This design comes from an exercise in tuning for small area and a short achievable clock period on the open sky130 flow, not from production work. Only the layout flow was run in this run; the RTL was not checked for function there. No activity file was given, so power comes from the tool's default toggle rates.

File: config.mk
export PLATFORM = sky130hd
export DESIGN_NAME = aes_ops_top
export DESIGN_NICKNAME = aes_ops_top
export VERILOG_FILES = /design/flow/design.v
export SDC_FILE = /design/flow/constraint.sdc
export NUM_CORES = 4
export LEC_CHECK = 0
export CAP_MARGIN = 20
export CELL_PAD_IN_SITES_DETAIL_PLACEMENT = 2
export CELL_PAD_IN_SITES_GLOBAL_PLACEMENT = 4
export CORE_MARGIN = 2
export CORE_UTILIZATION = 25
export SLEW_MARGIN = 20
File: constraint.sdc
create_clock -name core_clock -period 4.0 [get_ports {clk}]
set_input_delay 0.8000 -clock core_clock [delete_from_list [all_inputs] [get_ports {clk}]]
set_output_delay 0.8000 -clock core_clock [all_outputs]
set_load 0.01 [all_outputs]
File: design.v
module xor_32bit (
    input logic [31:0] a,       
    input logic [31:0] b,       
    output logic [31:0] result   
);
    always_comb begin
        result = a ^ b;  
    end
endmodule
module add_round_key #(parameter vecSize = 4) (
    input logic [vecSize-1:0][31:0] state,         
    input logic [vecSize-1:0][31:0] round_key,     
    output logic [vecSize-1:0][31:0] new_state      
);
    genvar i;  
    generate
        for (i = 0; i < vecSize; i++) begin : xor_inst
            xor_32bit xor_inst_i (
                .a(state[i]),
                .b(round_key[i]),
                .result(new_state[i])
            );
        end
    endgenerate
endmodule
module s_box (
    input logic [7:0] addr,   
    output logic [7:0] data   
);
    always_comb begin
        case (addr)
            8'h00: data = 8'h63;
            8'h01: data = 8'h7c;
            8'h02: data = 8'h77;
            8'h03: data = 8'h7b;
            8'h04: data = 8'hf2;
            8'h05: data = 8'h6b;
            8'h06: data = 8'h6f;
            8'h07: data = 8'hc5;
            8'h08: data = 8'h30;
            8'h09: data = 8'h01;
            8'h0a: data = 8'h67;
            8'h0b: data = 8'h2b;
            8'h0c: data = 8'hfe;
            8'h0d: data = 8'hd7;
            8'h0e: data = 8'hab;
            8'h0f: data = 8'h76;
            8'h10: data = 8'hca;
            8'h11: data = 8'h82;
            8'h12: data = 8'hc9;
            8'h13: data = 8'h7d;
            8'h14: data = 8'hfa;
            8'h15: data = 8'h59;
            8'h16: data = 8'h47;
            8'h17: data = 8'hf0;
            8'h18: data = 8'had;
            8'h19: data = 8'hd4;
            8'h1a: data = 8'ha2;
            8'h1b: data = 8'haf;
            8'h1c: data = 8'h9c;
            8'h1d: data = 8'ha4;
            8'h1e: data = 8'h72;
            8'h1f: data = 8'hc0;
            8'h20: data = 8'hb7;
            8'h21: data = 8'hfd;
            8'h22: data = 8'h93;
            8'h23: data = 8'h26;
            8'h24: data = 8'h36;
            8'h25: data = 8'h3f;
            8'h26: data = 8'hf7;
            8'h27: data = 8'hcc;
            8'h28: data = 8'h34;
            8'h29: data = 8'ha5;
            8'h2a: data = 8'he5;
            8'h2b: data = 8'hf1;
            8'h2c: data = 8'h71;
            8'h2d: data = 8'hd8;
            8'h2e: data = 8'h31;
            8'h2f: data = 8'h15;
            8'h30: data = 8'h04;
            8'h31: data = 8'hc7;
            8'h32: data = 8'h23;
            8'h33: data = 8'hc3;
            8'h34: data = 8'h18;
            8'h35: data = 8'h96;
            8'h36: data = 8'h05;
            8'h37: data = 8'h9a;
            8'h38: data = 8'h07;
            8'h39: data = 8'h12;
            8'h3a: data = 8'h80;
            8'h3b: data = 8'he2;
            8'h3c: data = 8'heb;
            8'h3d: data = 8'h27;
            8'h3e: data = 8'hb2;
            8'h3f: data = 8'h75;
            8'h40: data = 8'h09;
            8'h41: data = 8'h83;
            8'h42: data = 8'h2c;
            8'h43: data = 8'h1a;
            8'h44: data = 8'h1b;
            8'h45: data = 8'h6e;
            8'h46: data = 8'h5a;
            8'h47: data = 8'ha0;
            8'h48: data = 8'h52;
            8'h49: data = 8'h3b;
            8'h4a: data = 8'hd6;
            8'h4b: data = 8'hb3;
            8'h4c: data = 8'h29;
            8'h4d: data = 8'he3;
            8'h4e: data = 8'h2f;
            8'h4f: data = 8'h84;
            8'h50: data = 8'h53;
            8'h51: data = 8'hd1;
            8'h52: data = 8'h00;
            8'h53: data = 8'hed;
            8'h54: data = 8'h20;
            8'h55: data = 8'hfc;
            8'h56: data = 8'hb1;
            8'h57: data = 8'h5b;
            8'h58: data = 8'h6a;
            8'h59: data = 8'hcb;
            8'h5a: data = 8'hbe;
            8'h5b: data = 8'h39;
            8'h5c: data = 8'h4a;
            8'h5d: data = 8'h4c;
            8'h5e: data = 8'h58;
            8'h5f: data = 8'hcf;
            8'h60: data = 8'hd0;
            8'h61: data = 8'hef;
            8'h62: data = 8'haa;
            8'h63: data = 8'hfb;
            8'h64: data = 8'h43;
            8'h65: data = 8'h4d;
            8'h66: data = 8'h33;
            8'h67: data = 8'h85;
            8'h68: data = 8'h45;
            8'h69: data = 8'hf9;
            8'h6a: data = 8'h02;
            8'h6b: data = 8'h7f;
            8'h6c: data = 8'h50;
            8'h6d: data = 8'h3c;
            8'h6e: data = 8'h9f;
            8'h6f: data = 8'ha8;
            8'h70: data = 8'h51;
            8'h71: data = 8'ha3;
            8'h72: data = 8'h40;
            8'h73: data = 8'h8f;
            8'h74: data = 8'h92;
            8'h75: data = 8'h9d;
            8'h76: data = 8'h38;
            8'h77: data = 8'hf5;
            8'h78: data = 8'hbc;
            8'h79: data = 8'hb6;
            8'h7a: data = 8'hda;
            8'h7b: data = 8'h21;
            8'h7c: data = 8'h10;
            8'h7d: data = 8'hff;
            8'h7e: data = 8'hf3;
            8'h7f: data = 8'hd2;
            8'h80: data = 8'hcd;
            8'h81: data = 8'h0c;
            8'h82: data = 8'h13;
            8'h83: data = 8'hec;
            8'h84: data = 8'h5f;
            8'h85: data = 8'h97;
            8'h86: data = 8'h44;
            8'h87: data = 8'h17;
            8'h88: data = 8'hc4;
            8'h89: data = 8'ha7;
            8'h8a: data = 8'h7e;
            8'h8b: data = 8'h3d;
            8'h8c: data = 8'h64;
            8'h8d: data = 8'h5d;
            8'h8e: data = 8'h19;
            8'h8f: data = 8'h73;
            8'h90: data = 8'h60;
            8'h91: data = 8'h81;
            8'h92: data = 8'h4f;
            8'h93: data = 8'hdc;
            8'h94: data = 8'h22;
            8'h95: data = 8'h2a;
            8'h96: data = 8'h90;
            8'h97: data = 8'h88;
            8'h98: data = 8'h46;
            8'h99: data = 8'hee;
            8'h9a: data = 8'hb8;
            8'h9b: data = 8'h14;
            8'h9c: data = 8'hde;
            8'h9d: data = 8'h5e;
            8'h9e: data = 8'h0b;
            8'h9f: data = 8'hdb;
            8'ha0: data = 8'he0;
            8'ha1: data = 8'h32;
            8'ha2: data = 8'h3a;
            8'ha3: data = 8'h0a;
            8'ha4: data = 8'h49;
            8'ha5: data = 8'h06;
            8'ha6: data = 8'h24;
            8'ha7: data = 8'h5c;
            8'ha8: data = 8'hc2;
            8'ha9: data = 8'hd3;
            8'haa: data = 8'hac;
            8'hab: data = 8'h62;
            8'hac: data = 8'h91;
            8'had: data = 8'h95;
            8'hae: data = 8'he4;
            8'haf: data = 8'h79;
            8'hb0: data = 8'he7;
            8'hb1: data = 8'hc8;
            8'hb2: data = 8'h37;
            8'hb3: data = 8'h6d;
            8'hb4: data = 8'h8d;
            8'hb5: data = 8'hd5;
            8'hb6: data = 8'h4e;
            8'hb7: data = 8'ha9;
            8'hb8: data = 8'h6c;
            8'hb9: data = 8'h56;
            8'hba: data = 8'hf4;
            8'hbb: data = 8'hea;
            8'hbc: data = 8'h65;
            8'hbd: data = 8'h7a;
            8'hbe: data = 8'hae;
            8'hbf: data = 8'h08;
            8'hc0: data = 8'hba;
            8'hc1: data = 8'h78;
            8'hc2: data = 8'h25;
            8'hc3: data = 8'h2e;
            8'hc4: data = 8'h1c;
            8'hc5: data = 8'ha6;
            8'hc6: data = 8'hb4;
            8'hc7: data = 8'hc6;
            8'hc8: data = 8'he8;
            8'hc9: data = 8'hdd;
            8'hca: data = 8'h74;
            8'hcb: data = 8'h1f;
            8'hcc: data = 8'h4b;
            8'hcd: data = 8'hbd;
            8'hce: data = 8'h8b;
            8'hcf: data = 8'h8a;
            8'hd0: data = 8'h70;
            8'hd1: data = 8'h3e;
            8'hd2: data = 8'hb5;
            8'hd3: data = 8'h66;
            8'hd4: data = 8'h48;
            8'hd5: data = 8'h03;
            8'hd6: data = 8'hf6;
            8'hd7: data = 8'h0e;
            8'hd8: data = 8'h61;
            8'hd9: data = 8'h35;
            8'hda: data = 8'h57;
            8'hdb: data = 8'hb9;
            8'hdc: data = 8'h86;
            8'hdd: data = 8'hc1;
            8'hde: data = 8'h1d;
            8'hdf: data = 8'h9e;
            8'he0: data = 8'he1;
            8'he1: data = 8'hf8;
            8'he2: data = 8'h98;
            8'he3: data = 8'h11;
            8'he4: data = 8'h69;
            8'he5: data = 8'hd9;
            8'he6: data = 8'h8e;
            8'he7: data = 8'h94;
            8'he8: data = 8'h9b;
            8'he9: data = 8'h1e;
            8'hea: data = 8'h87;
            8'heb: data = 8'he9;
            8'hec: data = 8'hce;
            8'hed: data = 8'h55;
            8'hee: data = 8'h28;
            8'hef: data = 8'hdf;
            8'hf0: data = 8'h8c;
            8'hf1: data = 8'ha1;
            8'hf2: data = 8'h89;
            8'hf3: data = 8'h0d;
            8'hf4: data = 8'hbf;
            8'hf5: data = 8'he6;
            8'hf6: data = 8'h42;
            8'hf7: data = 8'h68;
            8'hf8: data = 8'h41;
            8'hf9: data = 8'h99;
            8'hfa: data = 8'h2d;
            8'hfb: data = 8'h0f;
            8'hfc: data = 8'hb0;
            8'hfd: data = 8'h54;
            8'hfe: data = 8'hbb;
            8'hff: data = 8'h16;
            default: data = 8'h00;
        endcase
    end
endmodule
module sub_word #(
    parameter regSize = 32                
) (
    input logic [regSize-1:0] word_in,    
    output logic [regSize-1:0] word_out    
);
    logic [7:0] sbox_outputs[0:3];  
    s_box sbox_inst0 (
        .addr(word_in[31:24]),  
        .data(sbox_outputs[0])   
    );
    s_box sbox_inst1 (
        .addr(word_in[23:16]),  
        .data(sbox_outputs[1])   
    );
    s_box sbox_inst2 (
        .addr(word_in[15:8]),   
        .data(sbox_outputs[2])   
    );
    s_box sbox_inst3 (
        .addr(word_in[7:0]),    
        .data(sbox_outputs[3])   
    );
    always_comb begin
        word_out[31:24] = sbox_outputs[0];
        word_out[23:16] = sbox_outputs[1];
        word_out[15:8]  = sbox_outputs[2];
        word_out[7:0]   = sbox_outputs[3];
    end
endmodule
module sub_bytes #(
    parameter regSize = 32,   
    parameter vecSize = 4     
) (
    input logic [vecSize-1:0][regSize-1:0] state,      
    output logic [vecSize-1:0][regSize-1:0] new_state  
);
    genvar i;
    generate
        for (i = 0; i < vecSize; i++) begin : sub_word_loop
            sub_word sub_word_inst (
                .word_in(state[i]),
                .word_out(new_state[i])
            );
        end
    endgenerate
endmodule
module shift_rows #(
    parameter regSize = 32,         
    parameter vecSize = 4           
)(
    input logic [vecSize-1:0][regSize-1:0] vect_in,    
    output logic [vecSize-1:0][regSize-1:0] vect_out
);
    always_comb begin
        logic [regSize-1:0] transposed [vecSize-1:0];
        logic [regSize-1:0] shifted [vecSize-1:0];
        transposed[0] = {vect_in[0][31:24], vect_in[1][31:24], vect_in[2][31:24], vect_in[3][31:24]};  
        transposed[1] = {vect_in[0][23:16], vect_in[1][23:16], vect_in[2][23:16], vect_in[3][23:16]};  
        transposed[2] = {vect_in[0][15:8],  vect_in[1][15:8],  vect_in[2][15:8],  vect_in[3][15:8]};   
        transposed[3] = {vect_in[0][7:0],   vect_in[1][7:0],   vect_in[2][7:0],   vect_in[3][7:0]};    
        shifted[0] = transposed[0];   
        shifted[1] = {transposed[1][23:0], transposed[1][31:24]};  
        shifted[2] = {transposed[2][15:0], transposed[2][31:16]};  
        shifted[3] = {transposed[3][7:0], transposed[3][31:8]};    
        vect_out[0] = {shifted[0][31:24], shifted[1][31:24], shifted[2][31:24], shifted[3][31:24]};  
        vect_out[1] = {shifted[0][23:16], shifted[1][23:16], shifted[2][23:16], shifted[3][23:16]};  
        vect_out[2] = {shifted[0][15:8],  shifted[1][15:8],  shifted[2][15:8],  shifted[3][15:8]};   
        vect_out[3] = {shifted[0][7:0],   shifted[1][7:0],   shifted[2][7:0],   shifted[3][7:0]};    
    end
endmodule
module mix_column (
    input logic [31:0] col,               
    output logic [31:0] new_col           
);
    logic [7:0] b0, b1, b2, b3;
    logic [7:0] xtime_b0, xtime_b1, xtime_b2, xtime_b3;
    logic [7:0] mul_by_3_b0, mul_by_3_b1, mul_by_3_b2, mul_by_3_b3;
    always_comb begin
        b0 = col[31:24];   
        b1 = col[23:16];   
        b2 = col[15:8];    
        b3 = col[7:0];     
        xtime_b0 = (b0 << 1) ^ ((b0 & 8'h80) ? 8'h1B : 8'h00);
        xtime_b1 = (b1 << 1) ^ ((b1 & 8'h80) ? 8'h1B : 8'h00);
        xtime_b2 = (b2 << 1) ^ ((b2 & 8'h80) ? 8'h1B : 8'h00);
        xtime_b3 = (b3 << 1) ^ ((b3 & 8'h80) ? 8'h1B : 8'h00);
        mul_by_3_b0 = xtime_b0 ^ b0;
        mul_by_3_b1 = xtime_b1 ^ b1;
        mul_by_3_b2 = xtime_b2 ^ b2;
        mul_by_3_b3 = xtime_b3 ^ b3;
        new_col[31:24] = xtime_b0 ^ mul_by_3_b1 ^ b2 ^ b3;  
        new_col[23:16] = b0 ^ xtime_b1 ^ mul_by_3_b2 ^ b3;  
        new_col[15:8]  = b0 ^ b1 ^ xtime_b2 ^ mul_by_3_b3;  
        new_col[7:0]   = mul_by_3_b0 ^ b1 ^ b2 ^ xtime_b3;  
    end
endmodule
module mix_columns #(
    parameter regSize = 32,   
    parameter vecSize = 4     
) (
    input logic [vecSize-1:0][regSize-1:0] vect,   
    output logic [vecSize-1:0][regSize-1:0] new_vect   
);
    genvar i;  
    generate
        for (i = 0; i < vecSize; i++) begin : mix_column_gen
            mix_column mc (
                .col(vect[i]),                
                .new_col(new_vect[i])        
            );
        end
    endgenerate
endmodule
module key_expansion #(
    parameter regSize = 32,          
    parameter vecSize = 4            
)(
    input logic [vecSize-1:0][regSize-1:0] current_key,  
    input logic [vecSize-1:0][regSize-1:0] round,        
    output logic [vecSize-1:0][regSize-1:0] next_key     
);
    logic [regSize-1:0] temp_word;    
    logic [regSize-1:0] rot_word;      
    logic [regSize-1:0] sub_word_out;  
    logic [31:0] rcon;
    logic [3:0]  round_idx;   
    assign round_idx = round[0][3:0];
    always_comb begin
        case (round_idx)
            4'd0: rcon = 32'h01000000;  4'd1: rcon = 32'h02000000;
            4'd2: rcon = 32'h04000000;  4'd3: rcon = 32'h08000000;
            4'd4: rcon = 32'h10000000;  4'd5: rcon = 32'h20000000;
            4'd6: rcon = 32'h40000000;  4'd7: rcon = 32'h80000000;
            4'd8: rcon = 32'h1b000000;  4'd9: rcon = 32'h36000000;
            default: rcon = 32'h00000000;  
        endcase
    end
    assign rot_word = {current_key[vecSize-1][23:0], current_key[vecSize-1][31:24]};
    sub_word #(.regSize(regSize)) sub_word_inst (
        .word_in(rot_word),
        .word_out(sub_word_out)
    );
    always_comb begin
        temp_word = sub_word_out ^ rcon;
        next_key[0] = current_key[0] ^ temp_word;         
        next_key[1] = current_key[1] ^ next_key[0];       
        next_key[2] = current_key[2] ^ next_key[1];       
        next_key[3] = current_key[3] ^ next_key[2];       
    end
endmodule
module aes_operations_unit #(
    parameter regSize = 32,         
    parameter vecSize = 4           
) (
    input logic [vecSize-1:0][regSize-1:0] operand1, 
    input logic [vecSize-1:0][regSize-1:0] operand2, 
    input logic [2:0] operation_select,
    output logic [vecSize-1:0][regSize-1:0] result
);
    logic [vecSize-1:0][regSize-1:0] outputSubBytes;
    logic [vecSize-1:0][regSize-1:0] outputShiftRows;
    logic [vecSize-1:0][regSize-1:0] outputMixColumns;
    logic [vecSize-1:0][regSize-1:0] outputAddRoundKey;
    logic [vecSize-1:0][regSize-1:0] expandedKey;
    sub_bytes #(
        .regSize(regSize),
        .vecSize(vecSize)
    ) sub_bytes_inst (
        .state(operand1),    
        .new_state(outputSubBytes) 
    );
    shift_rows #(
        .regSize(regSize),
        .vecSize(vecSize)
    ) shift_rows_inst (
        .vect_in(operand1),  
        .vect_out(outputShiftRows)  
    );
    mix_columns #(
        .regSize(regSize),
        .vecSize(vecSize)
    ) mix_columns_inst (
        .vect(operand1),  
        .new_vect(outputMixColumns)  
    );
    add_round_key #(
        .vecSize(vecSize)
    ) add_round_key_inst (
        .state(operand1),         
        .round_key(operand2),     
        .new_state(outputAddRoundKey)  
    );
    key_expansion #(
        .regSize(regSize),
        .vecSize(vecSize)
    ) key_expansion_inst (
        .current_key(operand1), 
        .round(operand2),        
        .next_key(expandedKey)  
    );
		assign result = (operation_select == 3'b001) ? expandedKey :
						    (operation_select == 3'b010) ? outputSubBytes :
                      (operation_select == 3'b011) ? outputShiftRows :
                      (operation_select == 3'b100) ? outputMixColumns :
                      (operation_select == 3'b101) ? outputAddRoundKey :
                      '0;  
endmodule
module aes_ops_top (
    input  logic         clk,
    input  logic [2:0]   operation_select,
    input  logic [127:0] operand1,
    input  logic [127:0] operand2,
    output logic [127:0] result
);
    logic [2:0]   op_q;
    logic [127:0] operand1_q, operand2_q;
    logic [127:0] result_d;
    always_ff @(posedge clk) begin
        op_q       <= operation_select;
        operand1_q <= operand1;
        operand2_q <= operand2;
        result     <= result_d;
    end
    aes_operations_unit #(
        .regSize(32),
        .vecSize(4)
    ) unit (
        .operand1(operand1_q),
        .operand2(operand2_q),
        .operation_select(op_q),
        .result(result_d)
    );
endmodule
File: run.sh
#!/bin/bash
# synth_recipe.tcl (not shown) runs the flow's synth.tcl, then flattens the netlist and writes it again
# the make line also repeats each setting of config.mk as NAME=value (left out here)
make -C /OpenROAD-flow-scripts/flow DESIGN_CONFIG=/design/flow/config.mk WORK_HOME=/design/flow/orfs CLKGATE_MAP_FILE= SYNTH_SCRIPT=/design/flow/synth_recipe.tcl finish
==> summary.md <==
Yosys
- **Distinct cells, synth** 93
- **Post-Syn Instances** 10800
- **sequential area share after synthesis** 14.2%
- **number of register bits inferred by synthesis** 523
- **Mapped Nets** 11300
- **ranking of synthesized cells by area** sky130_fd_sc_hd__dfxtp_1, sky130_fd_sc_hd__a21oi_1, sky130_fd_sc_hd__o21ai_0
- **cell accounting for the most synthesized area** sky130_fd_sc_hd__dfxtp_1
- **proportion of register bits with asynchronous set or reset after synthesis** 0%
- **number of warnings issued by yosys** 12
- **dominant register cell in the synthesized netlist** sky130_fd_sc_hd__dfxtp_1
- **Avg Synthesized Cell Area** 6.79 um2
- **count leader, synth** sky130_fd_sc_hd__a21oi_1
- **most frequent cells after synthesis** sky130_fd_sc_hd__a21oi_1, sky130_fd_sc_hd__o21ai_0, sky130_fd_sc_hd__clkbuf_1
- **share of the synthesized area in the top cell type** 14.2%
- **cell area after synthesis** 73600 um2
- **number of synthesized flops with an enable pin** 0

Worst setup path
- **minimum setup slack among reg-to-reg paths** 0.95 ns
- **worst path bufs/invs** 4
- **cells on worst reg2reg path** 5
- **CP peak stage delay** 0.91 ns
- **type of destination of the critical path** flop
- **data arrival time of the critical path** 3.99 ns
- **data required time of the worst path** 4.51 ns
- **Critical Path, Cell by Cell** clkdlybuf4s50_1 -> inv_1 -> buf_4 -> ha_1 -> buf_4 -> nor2_1 -> a21oi_1 -> a211oi_1 -> a21oi_1 -> o21ai_0 -> o311ai_0
- **cell with the largest stage delay on the worst path** sky130_fd_sc_hd__o311ai_0
- **startpoint kind of the worst setup timing path** input port
- **maximum fanout count along the critical path** 7
- **critical setup path kind** in2reg
- **gate family responsible for the most delay along the worst path** compound AO/OA/AOI/OAI gates
- **reg-to-reg endpoint** result[117]$_DFF_P_

Min path
- **min-delay src** operand1[76]
- **type of the worst min-delay path** in2reg
- **Min-Delay Path Depth** 3

Placed design
- **final weighted congestion of routability-driven global placement** 1.03
- **HPWL after DPL** 433000 um
- **worst slack, placed** -0.0899 ns
- **port bufs** 387
- **DP Area** 85000 um2

Clock tree
- **count of clock tree sinks** 523
- **post-CTS setup buffer count** 0
- **cell chosen for the clock root** sky130_fd_sc_hd__clkbuf_16
- **clock network latency to the later pin of the worst-skew pair** 0.74 ns
- **CTS Hold Bufs** 0
- **TritonCTS Buffers** 79
- **cells resized by post-CTS repair** 0
- **Clock Pin Slew Worst Setup and Hold Paths** 0.07 ns
- **level count of the clock H-tree** 3
- **maximum clock path buffer count** 3
- **clock tree from TritonCTS** built

Global routing
- **total global-route track usage** 36.3%
- **Congestion Overflow GR** 0
- **wire length of the first global-routing pass** 795000 um
- **maximum number of pins on one net before global-route repair** 140
- **vias in the first global route** 96800
- **antenna violations before repair** 56

Layout
- **proportion of layout cells with a drive suffix above 1** 13.1%
- **growth of design area from synthesis to finish** 19.2%
- **Final Cell Area** 87800 um2
- **filler cell count** 34600
- **count of nets after finishing** 11500

Power
- **switching share of power** 46.3%
- **Net Switching** 12.5 mW
- **internal power summed over all cells** 14.5 mW
- **power density of the placed cells** 308 nW/um2
- **leakage power** 31.7 nW
- **IR drop worst, VDD** 0.000299 V
- **share of total power in sequential cells** 25.6%
- **clock share of power** 28.2%
- **share of total power in combinational logic** 46.2%

STA
- **measured slew at the worst slew-check pin** 1.12 ns
- **worst hold-check slack** 0.452 ns
- **Max Freq** 0.287 GHz
- **headroom to the max-slew limit** 24.9%
- **max-slew violation total from the final report** 0
- **sum of negative setup slack** 0 ns
- **setup-violating endpoint count in the final report** 0
- **Layout Skew** 0.0356 ns
- **Worst Slack Setup Final** 0.520 ns
- **count of final hold-check violations** 0
- **final period utilization** 87.0%
- **unrepaired setup endpoints after global routing** false
- **minimum period implied by the final worst setup slack** 3.48 ns

Routing
- **post-DR vias/cell** 6.36
- **number of search-and-repair iterations in the first detailed-routing pass** 6
- **number of vias after detailed routing** 95300
- **antenna-violating nets left** 0
- **Final Routed Wirelength** 568000 um
- **post-detailed-route wirelength per cell** 37.9 um
- **detailed-route DRC error count** 0
- **violation count after the first detailed-routing iteration** 10300

Floorplanning
- **Top Ports** 388
- **width of the chip** 547 um
- **Core Rows** 199
- **starting utilization of the core area** 25.1%
- **Total Die Area** 299000 um2
- **Core Area** 293000 um2
- **floorplan die height** 547 um

Outcome
- **result of the run** no timing/DRC/antenna violations

Flow run
- **Max-Cap Viols** 0

==> final cells by class <==
cell class,instances,area [um2],area share (%)
multi-input cells,8844,57300,65.2
flip-flops and latches,523,10500,11.9
inverters,155,582,0.663
repair buffers,1398,11800,13.5
diodes,14,35.0,0.0399
clock buffers,95,2160,2.46
well taps,3919,4900,5.59
clock inverters,45,541,0.616
==> kinds of logic (layout without fill, tap and decap cells) <==
| logic type | after synthesis | count (layout) | synth area share, % |
|---|---|---|---|
| flops | 523 | 523 | 14.2 |
| fa+ha+maj | 241 | 241 | 4.09 |
| other cells | 0 | 14 | 0 |
| mux | 202 | 202 | 3.80 |
| compound gates | 4134 | 4134 | 37.6 |
| xor+xnor | 720 | 720 | 8.57 |
| simple gates | 3547 | 3547 | 23.7 |
| buf+inv | 1475 | 1693 | 8.08 |
==> cell usage in the layout, fill, tap and decap left out, types with 162 or more instances in the layout <==
master | netlist | layout
sky130_fd_sc_hd__xnor2_1 | 520 | 520
sky130_fd_sc_hd__a31oi_1 | 260 | 260
sky130_fd_sc_hd__a311oi_1 | 162 | 162
sky130_fd_sc_hd__a211oi_1 | 246 | 246
sky130_fd_sc_hd__clkdlybuf4s50_1 | 0 | 315
sky130_fd_sc_hd__o21ai_0 | 917 | 917
sky130_fd_sc_hd__buf_4 | 7 | 984
sky130_fd_sc_hd__nand2_1 | 845 | 845
sky130_fd_sc_hd__a21oi_1 | 930 | 930
sky130_fd_sc_hd__nand3_1 | 324 | 324
sky130_fd_sc_hd__nand2b_1 | 325 | 321
sky130_fd_sc_hd__nor2_1 | 787 | 783
sky130_fd_sc_hd__xor2_1 | 200 | 200
sky130_fd_sc_hd__o211ai_1 | 264 | 264
sky130_fd_sc_hd__nor3_1 | 415 | 414
sky130_fd_sc_hd__nor2b_1 | 278 | 275
sky130_fd_sc_hd__dfxtp_1 | 523 | 520
sky130_fd_sc_hd__ha_1 | 240 | 240
==> how the worst max path moves through the flow <==
stage / from / to / depth (start not counted)
finish: operand1[24] / flop / 11
global route: operand1[24] / flop / 9
CTS: operand1[72] / flop / 9
detailed placement: operand1[72] / flop / 9
global placement: operand1[72] / flop / 9
floorplan: operand1[32] / flop / 12
==> metal layers <==
metal  GRT usage (%)  share of wire (%)  up-vias
met1            47.6                 43    49200
met3            5.57                6.8      995
li1                -                  -    40800
met4            18.1                5.7       50
met2            57.6                 45     4286
met5               0              0.054        -
==> power groups by stage <==
stage	clock (mW)	sequential [mW]	combinational, mW
6_report	7.62	6.93	12.5
5_1_grt	8.00	6.89	13.1
4_1_cts	7.79	6.88	12.2
3_5_place_dp	0	6.99	12.2
3_3_place_gp	0	7.00	12.1
2_1_floorplan	0	6.12	6.69
==> metrics by stage <==
step,power [mW],utilization (%),std cells
after detailed placement,19.1,29.0,14800
after global routing,28.0,29.9,15000
final,27.1,29.9,15000
after floorplan,12.8,-,10800
after CTS,26.9,29.9,15000
after global placement,19.1,29.0,14800
==> tightest hold or removal path: stages <==
cell	delay (ns)
sky130_fd_sc_hd__buf_2	0.17
sky130_fd_sc_hd__nand3_1	0.09
sky130_fd_sc_hd__a32oi_1	0.06

what the ideal ports hide:
The results above use ideal ports. As a check the final layout listed here was re-extracted and re-timed, cells and wires unchanged. Step 1 (the two cells are an assumption about what drives the block):
set clk [get_ports {clk}]
set_driving_cell -lib_cell sky130_fd_sc_hd__clkbuf_16 $clk
set_driving_cell -lib_cell sky130_fd_sc_hd__buf_2 [delete_from_list [all_inputs] $clk]
Step 2, shift: input delay + t, output delay - t, t = (earliest + latest rising clock arrival at the registers) / 2. This alone moves slack from input paths to output paths. Slacks: ideal ports / drivers / drivers and shift; pairs: ideal ports / drivers.
t (ns): 0.813
slack for setup (ns): 0.520 / 0.595 / -0.218
hold WS [ns]: 0.452 / 0.374 / 0.460
worst setup path after step 2: input to register
clock arrival spread, ns: 0.044 / 0.044
With both steps, setup timing fails in this run, where it was met with ideal ports. For this run, drivers alone change the setup slack by +0.075 ns; drivers and shift together by -0.738 ns.
